What follows belongs to an exercise in optimizing a design on an open flow for small area and a short achievable clock period; a production flow would make more cautious choices.
The RTL was checked by simulation tests, not by an equivalence proof against the original design.
Power figures rest on the tool's default switching activity, not on a simulated workload.

## AHB_Mul
module AHB_Mul(
    input HCLK,
    input HRESETn,
    input [31:0]M_AHB_0_haddr,
    input [2:0]M_AHB_0_hburst,
    input M_AHB_0_hmastlock,
    input [3:0]M_AHB_0_hprot,
    output reg [31:0]M_AHB_0_hrdata,
    output M_AHB_0_hready,
    output M_AHB_0_hresp,
    input [2:0]M_AHB_0_hsize,
    input [1:0]M_AHB_0_htrans,
    input [31:0]M_AHB_0_hwdata,
    input M_AHB_0_hwrite,
    output[3:0] led
    );
Size in the first run: ~2500 cells after synthesis, ~24000 sq um of cells after synthesis.
==> flow/config.mk <==
export PLATFORM = sky130hd
export DESIGN_NAME = AHB_Mul
export DESIGN_NICKNAME = AHB_Mul
export VERILOG_FILES = /design/flow/design.v
export SDC_FILE = /design/flow/constraint.sdc
export NUM_CORES = 4
export LEC_CHECK = 0
export ABC_AREA = 1
export CAP_MARGIN = 20
export CORE_MARGIN = 2
export CORE_UTILIZATION = 40
export CTS_CLUSTER_DIAMETER = 100
export CTS_CLUSTER_SIZE = 30
export GPL_ROUTABILITY_DRIVEN = 0
export PLACE_DENSITY = 0.6
export SETUP_SLACK_MARGIN = 4.5
export SLEW_MARGIN = 20
==> flow/constraint.sdc <==
create_clock -name core_clock -period 10.0 [get_ports {HCLK}]
set_input_delay 2.0000 -clock core_clock [delete_from_list [all_inputs] [get_ports {HCLK}]]
set_output_delay 2.0000 -clock core_clock [all_outputs]
set_load 0.01 [all_outputs]
standard.sh (not shown) runs the stock make flow with config.mk's settings and CLKGATE_MAP_FILE= SYNTH_SCRIPT=/design/flow/synth_recipe.tcl, a recipe that flattens the netlist after the stock synthesis.
==> flow/flow/run.sh <==
#!/bin/bash
# Own layout flow: the standard synthesis and layout, with two changes:
#  - after synthesis, fixfa.py removes the inverters that Yosys's full-adder
#    extraction leaves between adder cells (each adder may be swapped for its
#    complemented form, fa(~a,~b,~c) = ~fa(a,b,c));
#  - the port buffers are buf_1 cells instead of the slow delay buffers that
#    buffer_ports picks by default.
# Each tool's full output goes to a log file of its own in this folder.
set -euo pipefail
R=orfs/results/sky130hd/AHB_Mul/base
bash standard.sh synth > synth.log 2>&1
cp $R/1_2_yosys.v yosys_orig.v
python3 flow/fixfa.py yosys_orig.v $R/1_2_yosys.v > fixfa.log 2>&1
rm -f $R/1_synth.odb $R/1_synth.sdc
bash standard.sh BUFFER_PORTS_ARGS="-buffer_cell sky130_fd_sc_hd__buf_1" finish > finish.log 2>&1
Other scripts of this flow, unchanged in this note and not shown: flow/flow/fixfa.py
Edit:
- GPL_ROUTABILITY_DRIVEN: 0 -> default
- SETUP_SLACK_MARGIN: 4.5 -> 4.6
Effect:
- The new run went through all stages and came out clean
- setup slack gets better by 0.16 ns
- global-route usage went up by 0.72 points
- count of clock-buffer cells in the layout grows by 2
- combinational power rose by about 9%

========
AHB_Mul, a different RTL version from the one above (not shown whole).
Size: roughly 2500 cells after synthesis.
==> flow/config.mk <==
export PLATFORM = sky130hd
export DESIGN_NAME = AHB_Mul
export DESIGN_NICKNAME = AHB_Mul
export VERILOG_FILES = /design/flow/design.v
export SDC_FILE = /design/flow/constraint.sdc
export NUM_CORES = 4
export LEC_CHECK = 0
export ABC_AREA = 1
export CAP_MARGIN = 20
export CORE_MARGIN = 2
export CORE_UTILIZATION = 40
export PLACE_DENSITY = 0.6
export SETUP_SLACK_MARGIN = 4
export SLEW_MARGIN = 20
==> flow/constraint.sdc <==
create_clock -name core_clock -period 10.0 [get_ports {HCLK}]
set_input_delay 2.0000 -clock core_clock [delete_from_list [all_inputs] [get_ports {HCLK}]]
set_output_delay 2.0000 -clock core_clock [all_outputs]
set_load 0.01 [all_outputs]
==> flow/flow/run.sh <==
#!/bin/bash
# Own layout flow: the standard synthesis and layout, with two changes:
#  - after synthesis, fixfa.py removes the inverters that Yosys's full-adder
#    extraction leaves between adder cells (each adder may be swapped for its
#    complemented form, fa(~a,~b,~c) = ~fa(a,b,c));
#  - the port buffers are buf_4 cells instead of the slow delay buffers that
#    buffer_ports picks by default.
# Each tool's full output goes to a log file of its own in this folder.
set -euo pipefail
R=orfs/results/sky130hd/AHB_Mul/base
bash standard.sh synth > synth.log 2>&1
cp $R/1_2_yosys.v yosys_orig.v
python3 flow/fixfa.py yosys_orig.v $R/1_2_yosys.v > fixfa.log 2>&1
rm -f $R/1_synth.odb $R/1_synth.sdc
bash standard.sh BUFFER_PORTS_ARGS="-buffer_cell sky130_fd_sc_hd__buf_4" finish > finish.log 2>&1
Other scripts of this flow, unchanged in this note and not shown: flow/flow/fixfa.py
The starting point passed the timing, design-rule and antenna checks.
Next try:
CTS_BUF_LIST = sky130_fd_sc_hd__clkbuf_4 sky130_fd_sc_hd__clkbuf_8   (was not set)
Fmax falls by 1.5%. Clock power falls by about 10%. Count of clock-buffer cells in the layout rises by 43. Routed wire length rises by 0.45%.
Next try:
CTS_BUF_LIST = not set   (was sky130_fd_sc_hd__clkbuf_4 sky130_fd_sc_hd__clkbuf_8)
SETUP_SLACK_MARGIN = 4.5   (was 4)
After rerunning:
- The new run finished clean
- cell count is higher by 2.3%
- wire length goes up by 5.3%
- non-clock buffer count goes up by 108
Next try:
SETUP_SLACK_MARGIN = 3   (was 4.5)
Effect: Setup slack gets worse by 1.3 ns. Count of clock-buffer cells in the layout goes down by 4. Cell area goes down by roughly a tenth.

========
Another version of the RTL of AHB_Mul (not shown whole).
For scale: ~2600 cells after synthesis, roughly 120 I/O pins, ~25000 µm² of cells after synthesis.
Settings: LEC_CHECK=0, ABC_AREA=1, CAP_MARGIN=20, CORE_MARGIN=2, CORE_UTILIZATION=40, PLACE_DENSITY=0.6, SETUP_SLACK_MARGIN=5, SLEW_MARGIN=20; clock period 10.0 ns.
Scripts as last shown in full above: flow/flow/run.sh
Other scripts of this flow, unchanged in this note and not shown: flow/flow/fixfa.py
==> next run, changes <==
- SETUP_SLACK_MARGIN: 5 -> 4.5
- TNS_END_PERCENT: default -> 20
Outcome:
- The changed run completed without violations
- die area stays the same
- global-route usage fell by 1.5 points
- utilization fell by 7.3 points
- power fell by 12%
- fmax fell by 2.9%
- count of clock-buffer cells in the layout fell by 5
- design area fell by 13%
==> next run, changes <==
- SETUP_SLACK_MARGIN: 4.5 -> 4
- TNS_END_PERCENT: 20 -> default
Outcome:
- first-iteration DRC count decreases by 12%
- wire length shrinks by 2.6%
- design area falls by 4.9%
- via count falls by 1.7%
- power falls by 3.6%
- global-route usage went down by 0.83 points
- clock skew came out higher by 0.016 ns
- combinational power goes down by 8.9%
- utilization falls by 2.3 points
==> next run, changes <==
- ABC_AREA: 1 -> default
- SETUP_SLACK_MARGIN: 4 -> 4.5
The changed run ran to the end with no violations.
Global-route usage grows by 4.4 points.
Fmax shrinks by about 17%.
Die area grows by about 11%.
Design area grows by about 22%.
Register-to-register slack is worse by 1.5 ns.
Total power grows by about 17%.
Hold slack is worse by 0.012 ns.
Setup slack is worse by 1.3 ns.
Routed wire length grows by 33%.
Critical path depth grows by 18.
==> next run, changes <==
- ABC_AREA: default -> 1
- CORE_UTILIZATION: 40 -> 55
- PLACE_DENSITY: 0.6 -> 0.7
- SETUP_SLACK_MARGIN: 4.5 -> 4
What happened:
- die area shrinks by 34%
- total power shrinks by 13%
- register-to-register slack improves by 1.5 ns
==> next run, changes <==
- CORE_UTILIZATION: 55 -> 40
- PLACE_DENSITY: 0.7 -> 0.6
- SETUP_SLACK_MARGIN: 4 -> 4.5
Outcome: The new run passed the timing, design-rule and antenna checks. Worst hold slack loses 0.016 ns. Cell area goes up by about 7%. Worst setup slack gains 0.51 ns.

==> static timing again, ports no longer ideal <==
The flow's constraints put no driver on any port. The routed layouts listed below were extracted and timed again, unchanged, in two steps.
Step 1 sets driving cells, clkbuf_16 on the clock port and buf_2 on the other inputs (assumed; they add their load-dependent delay and slew).
Step 2, shift: input delay + t, output delay - t, t = (earliest + latest rising clock arrival at the registers) / 2. This alone moves slack from input paths to output paths.
Slacks: ideal ports / drivers / drivers and shift; pairs: ideal ports / drivers.
run	t (ns)	setup slack, ns	worst setup path after step 2	clock arrival spread, ns
the first run of note 1	0.612	4.452 / 4.394 / 3.840	input to register	0.058 / 0.058
the second run of note 1	0.615	4.615 / 4.555 / 4.058	input to register	0.044 / 0.043
the first run of note 2	0.619	4.066 / 4.071 / 3.477	input to register	0.039 / 0.040
the second run of note 2	0.712	3.973 / 4.002 / 3.291	input to register	0.058 / 0.059
the third run of note 2	0.627	4.515 / 4.485 / 3.857	input to register	0.037 / 0.037
the fourth run of note 2	0.621	3.221 / 3.246 / 2.625	input to register	0.037 / 0.037
the first run of note 3	0.637	4.641 / 4.581 / 4.079	input to register	0.035 / 0.035
the second run of note 3	0.643	4.482 / 4.421 / 3.844	input to register	0.031 / 0.031
the third run of note 3	0.639	4.042 / 4.017 / 3.428	input to register	0.044 / 0.043
the fourth run of note 3	0.643	2.790 / 2.780 / 2.410	input to register	0.033 / 0.033
the fifth run of note 3	0.634	4.012 / 3.998 / 3.367	input to register	0.026 / 0.026
the sixth run of note 3	0.645	4.520 / 4.486 / 3.916	input to register	0.029 / 0.028
After both steps every run listed still meets setup and hold. The setup slack of the second run of note 2, which loses most, moves by +0.029 ns with the drivers and by -0.682 ns with both steps.
